What follows belongs to an exercise in optimizing a design on an open flow for small area; a production flow would make more cautious choices.
Only simulation tests tie the RTL to the original design; equivalence was not proved.
Power and IR drop assume default switching activity.

Design top, start of the top module:
module top(
    input clk,
    input morse_in,
    input btn_space,
    input btn_newline,
    input rst_n,
    output tx_pin
);
For scale: about 360 cells after synthesis, roughly 6 I/O pins, roughly 3400 sq um of cells after synthesis.
clock: 10.0 ns
lec_check: 0
cap_margin: 20
core_margin: 2
core_utilization: 40
slew_margin: 20
standard.sh (not shown) runs the stock make flow with config.mk's settings and CLKGATE_MAP_FILE= SYNTH_SCRIPT=/design/flow/synth_recipe.tcl, a recipe that flattens the netlist after the stock synthesis.
==> flow/flow/run.sh <==
#!/bin/bash
# Own layout flow: the standard flow (standard.sh), with two changes to
# synthesis only:
#  1. ADDER_MAP_FILE is empty, so Yosys does not turn XOR/AND pairs into
#     half-adder cells (extract_fa); ABC maps that logic instead.
#  2. After the standard synthesis, the combinational cells are re-mapped by
#     ABC with an area-oriented script (post_synth.sh). Every flip-flop cell
#     of the standard synthesis is kept as it is: same instance names, cell
#     types and Q net names. The re-mapped netlist is proven equivalent to the
#     standard one with Yosys (equiv_make/equiv_induct); if the proof fails the
#     standard netlist is used unchanged.
# Port buffers are sky130_fd_sc_hd__buf_1 (BUFFER_PORTS_ARGS) instead of the
# default choice, and clock tree synthesis inserts no dummy loads
# (CTS_ARGS adds -dont_use_dummy_load to the standard arguments).
# Otherwise floorplan, placement, CTS, routing and finishing are standard.sh.
set -euo pipefail
WORK=$(pwd)
R=$WORK/orfs/results/$FLOW_PLATFORM/top/base
bash standard.sh ADDER_MAP_FILE= synth > log_1_synth.log 2>&1
cp $R/1_2_yosys.v $WORK/std_1_2_yosys.v
if bash flow/post_synth.sh $WORK/std_1_2_yosys.v $WORK/post_1_2_yosys.v > log_2_post_synth.log 2>&1; then
  cp $WORK/post_1_2_yosys.v $R/1_2_yosys.v
  rm -f $R/1_synth.odb $R/1_synth.sdc
  echo "post-synthesis netlist used" >> log_2_post_synth.log
else
  echo "post-synthesis failed or not proven; standard netlist kept" >> log_2_post_synth.log
fi
bash standard.sh ADDER_MAP_FILE= "BUFFER_PORTS_ARGS=-buffer_cell sky130_fd_sc_hd__buf_1" \
  "CTS_ARGS=-sink_clustering_enable -repair_clock_nets -dont_use_dummy_load" finish > log_3_finish.log 2>&1
==> flow/flow/area.abc <==
&get -n
&st
&deepsyn -T 60
&dch -f
&nf -R 1000
&st
&deepsyn -T 60
&dch -f
&nf -R 1000
&st
&deepsyn -T 60
&dch -f
&nf -R 1000
&put
Other scripts of this flow, unchanged in this note and not shown: flow/flow/post_synth.sh
Then changed:
--- a/flow/flow/run.sh
+++ b/flow/flow/run.sh
@@ -11,7 +11,6 @@
 #     standard netlist is used unchanged.
 # Port buffers are sky130_fd_sc_hd__buf_1 (BUFFER_PORTS_ARGS) instead of the
-# default choice, and clock tree synthesis inserts no dummy loads
-# (CTS_ARGS adds -dont_use_dummy_load to the standard arguments).
-# Otherwise floorplan, placement, CTS, routing and finishing are standard.sh.
+# default choice.
+# Floorplan, placement, CTS, routing and finishing are standard.sh unchanged.
 set -euo pipefail
 WORK=$(pwd)
@@ -26,4 +25,3 @@
   echo "post-synthesis failed or not proven; standard netlist kept" >> log_2_post_synth.log
 fi
-bash standard.sh ADDER_MAP_FILE= "BUFFER_PORTS_ARGS=-buffer_cell sky130_fd_sc_hd__buf_1" \
-  "CTS_ARGS=-sink_clustering_enable -repair_clock_nets -dont_use_dummy_load" finish > log_3_finish.log 2>&1
+bash standard.sh ADDER_MAP_FILE= "BUFFER_PORTS_ARGS=-buffer_cell sky130_fd_sc_hd__buf_1" finish > log_3_finish.log 2>&1
==> flow/flow/area.abc (replaced) <==
&get -n
&st
&deepsyn -T 120
&dch -f
&nf -R 1000
&put
Outcome: Count of clock-buffer cells in the layout does not change; register-to-register slack gets better by 240 ps; critical path depth decreases by 3; synthesized area increases slightly; die area increases slightly; global-route usage barely changes; power increases by a few percent; non-clock buffer count increases by 1; combinational power decreases by a few percent.
Then changed:
--- a/flow/flow/run.sh
+++ b/flow/flow/run.sh
@@ -11,6 +11,7 @@
 #     standard netlist is used unchanged.
 # Port buffers are sky130_fd_sc_hd__buf_1 (BUFFER_PORTS_ARGS) instead of the
-# default choice.
-# Floorplan, placement, CTS, routing and finishing are standard.sh unchanged.
+# default choice, and clock tree synthesis inserts no dummy loads
+# (CTS_ARGS adds -dont_use_dummy_load to the standard arguments).
+# Otherwise floorplan, placement, CTS, routing and finishing are standard.sh.
 set -euo pipefail
 WORK=$(pwd)
@@ -25,3 +26,4 @@
   echo "post-synthesis failed or not proven; standard netlist kept" >> log_2_post_synth.log
 fi
-bash standard.sh ADDER_MAP_FILE= "BUFFER_PORTS_ARGS=-buffer_cell sky130_fd_sc_hd__buf_1" finish > log_3_finish.log 2>&1
+bash standard.sh ADDER_MAP_FILE= "BUFFER_PORTS_ARGS=-buffer_cell sky130_fd_sc_hd__buf_1" \
+  "CTS_ARGS=-sink_clustering_enable -repair_clock_nets -dont_use_dummy_load -sink_clustering_size 20 -sink_clustering_max_diameter 120" finish > log_3_finish.log 2>&1
Outcome: The changed run finished clean; cell area goes down by about 2.5%; die area drops by about 1%; hold slack got worse by 3.9 ps; via count grows by about 1.5%; global-route usage came out lower by 0.55 points; non-clock buffer count stays the same.
Then changed:
--- a/flow/flow/run.sh
+++ b/flow/flow/run.sh
@@ -27,3 +27,3 @@
 fi
 bash standard.sh ADDER_MAP_FILE= "BUFFER_PORTS_ARGS=-buffer_cell sky130_fd_sc_hd__buf_1" \
-  "CTS_ARGS=-sink_clustering_enable -repair_clock_nets -dont_use_dummy_load -sink_clustering_size 20 -sink_clustering_max_diameter 120" finish > log_3_finish.log 2>&1
+  "CTS_ARGS=-sink_clustering_enable -repair_clock_nets -dont_use_dummy_load -buf_list sky130_fd_sc_hd__clkbuf_16 -root_buf sky130_fd_sc_hd__clkbuf_16 -sink_clustering_size 40 -sink_clustering_max_diameter 200" finish > log_3_finish.log 2>&1
=> Routed wire length rose by about 0.9%. Cell area rose by about 2.8%. Non-clock buffer count is unchanged. Synthesized cell count does not change.
Then changed:
--- a/flow/flow/run.sh
+++ b/flow/flow/run.sh
@@ -27,3 +27,3 @@
 fi
 bash standard.sh ADDER_MAP_FILE= "BUFFER_PORTS_ARGS=-buffer_cell sky130_fd_sc_hd__buf_1" \
-  "CTS_ARGS=-sink_clustering_enable -repair_clock_nets -dont_use_dummy_load -buf_list sky130_fd_sc_hd__clkbuf_16 -root_buf sky130_fd_sc_hd__clkbuf_16 -sink_clustering_size 40 -sink_clustering_max_diameter 200" finish > log_3_finish.log 2>&1
+  "CTS_ARGS=-sink_clustering_enable -repair_clock_nets -dont_use_dummy_load" finish > log_3_finish.log 2>&1
The changed run finished with timing, DRC and antenna clean. Wire length came out lower by 0.93%. Total power falls by 10%. Setup slack degrades by 11 ps. Hold slack improves by 3.3 ps. Global-route usage fell by 0.13 points. Combinational power stays flat. Utilization is lower by 1.2 points. Sequential power stays flat. Cell area came out lower by 2.7%. Cell count does not change.

-- afterwards: timing with drivers on the ports --
How much do the figures lean on ideal ports? The routed layouts below were timed once more, with nothing changed but the port constraints. Step 1 sets driving cells, clkbuf_16 on the clock port and buf_2 on the other inputs (assumed; they add their load-dependent delay and slew). Step 2 adds t to the input delays and takes it off the output delays; t is the mean of the earliest and latest rising clock arrival at the registers after step 1. Input paths then give back, and output paths get back, about the clock's delay inside the block. a / b / c = ideal ports / drivers / drivers and shift; a / b = the first two.
run | t (ns) | setup slack, ns | cell pins on the clock port's net
the first run | 0.366 | 3.960 / 3.931 / 4.297 | 1
the second run | 0.372 | 4.570 / 4.541 / 4.913 | 1
the third run | 0.368 | 4.922 / 4.894 / 5.262 | 1
the fourth run | 0.351 | 4.933 / 4.902 / 5.254 | 1
the fifth run | 0.368 | 4.922 / 4.894 / 5.262 | 1
After both steps every run listed still meets setup and hold.
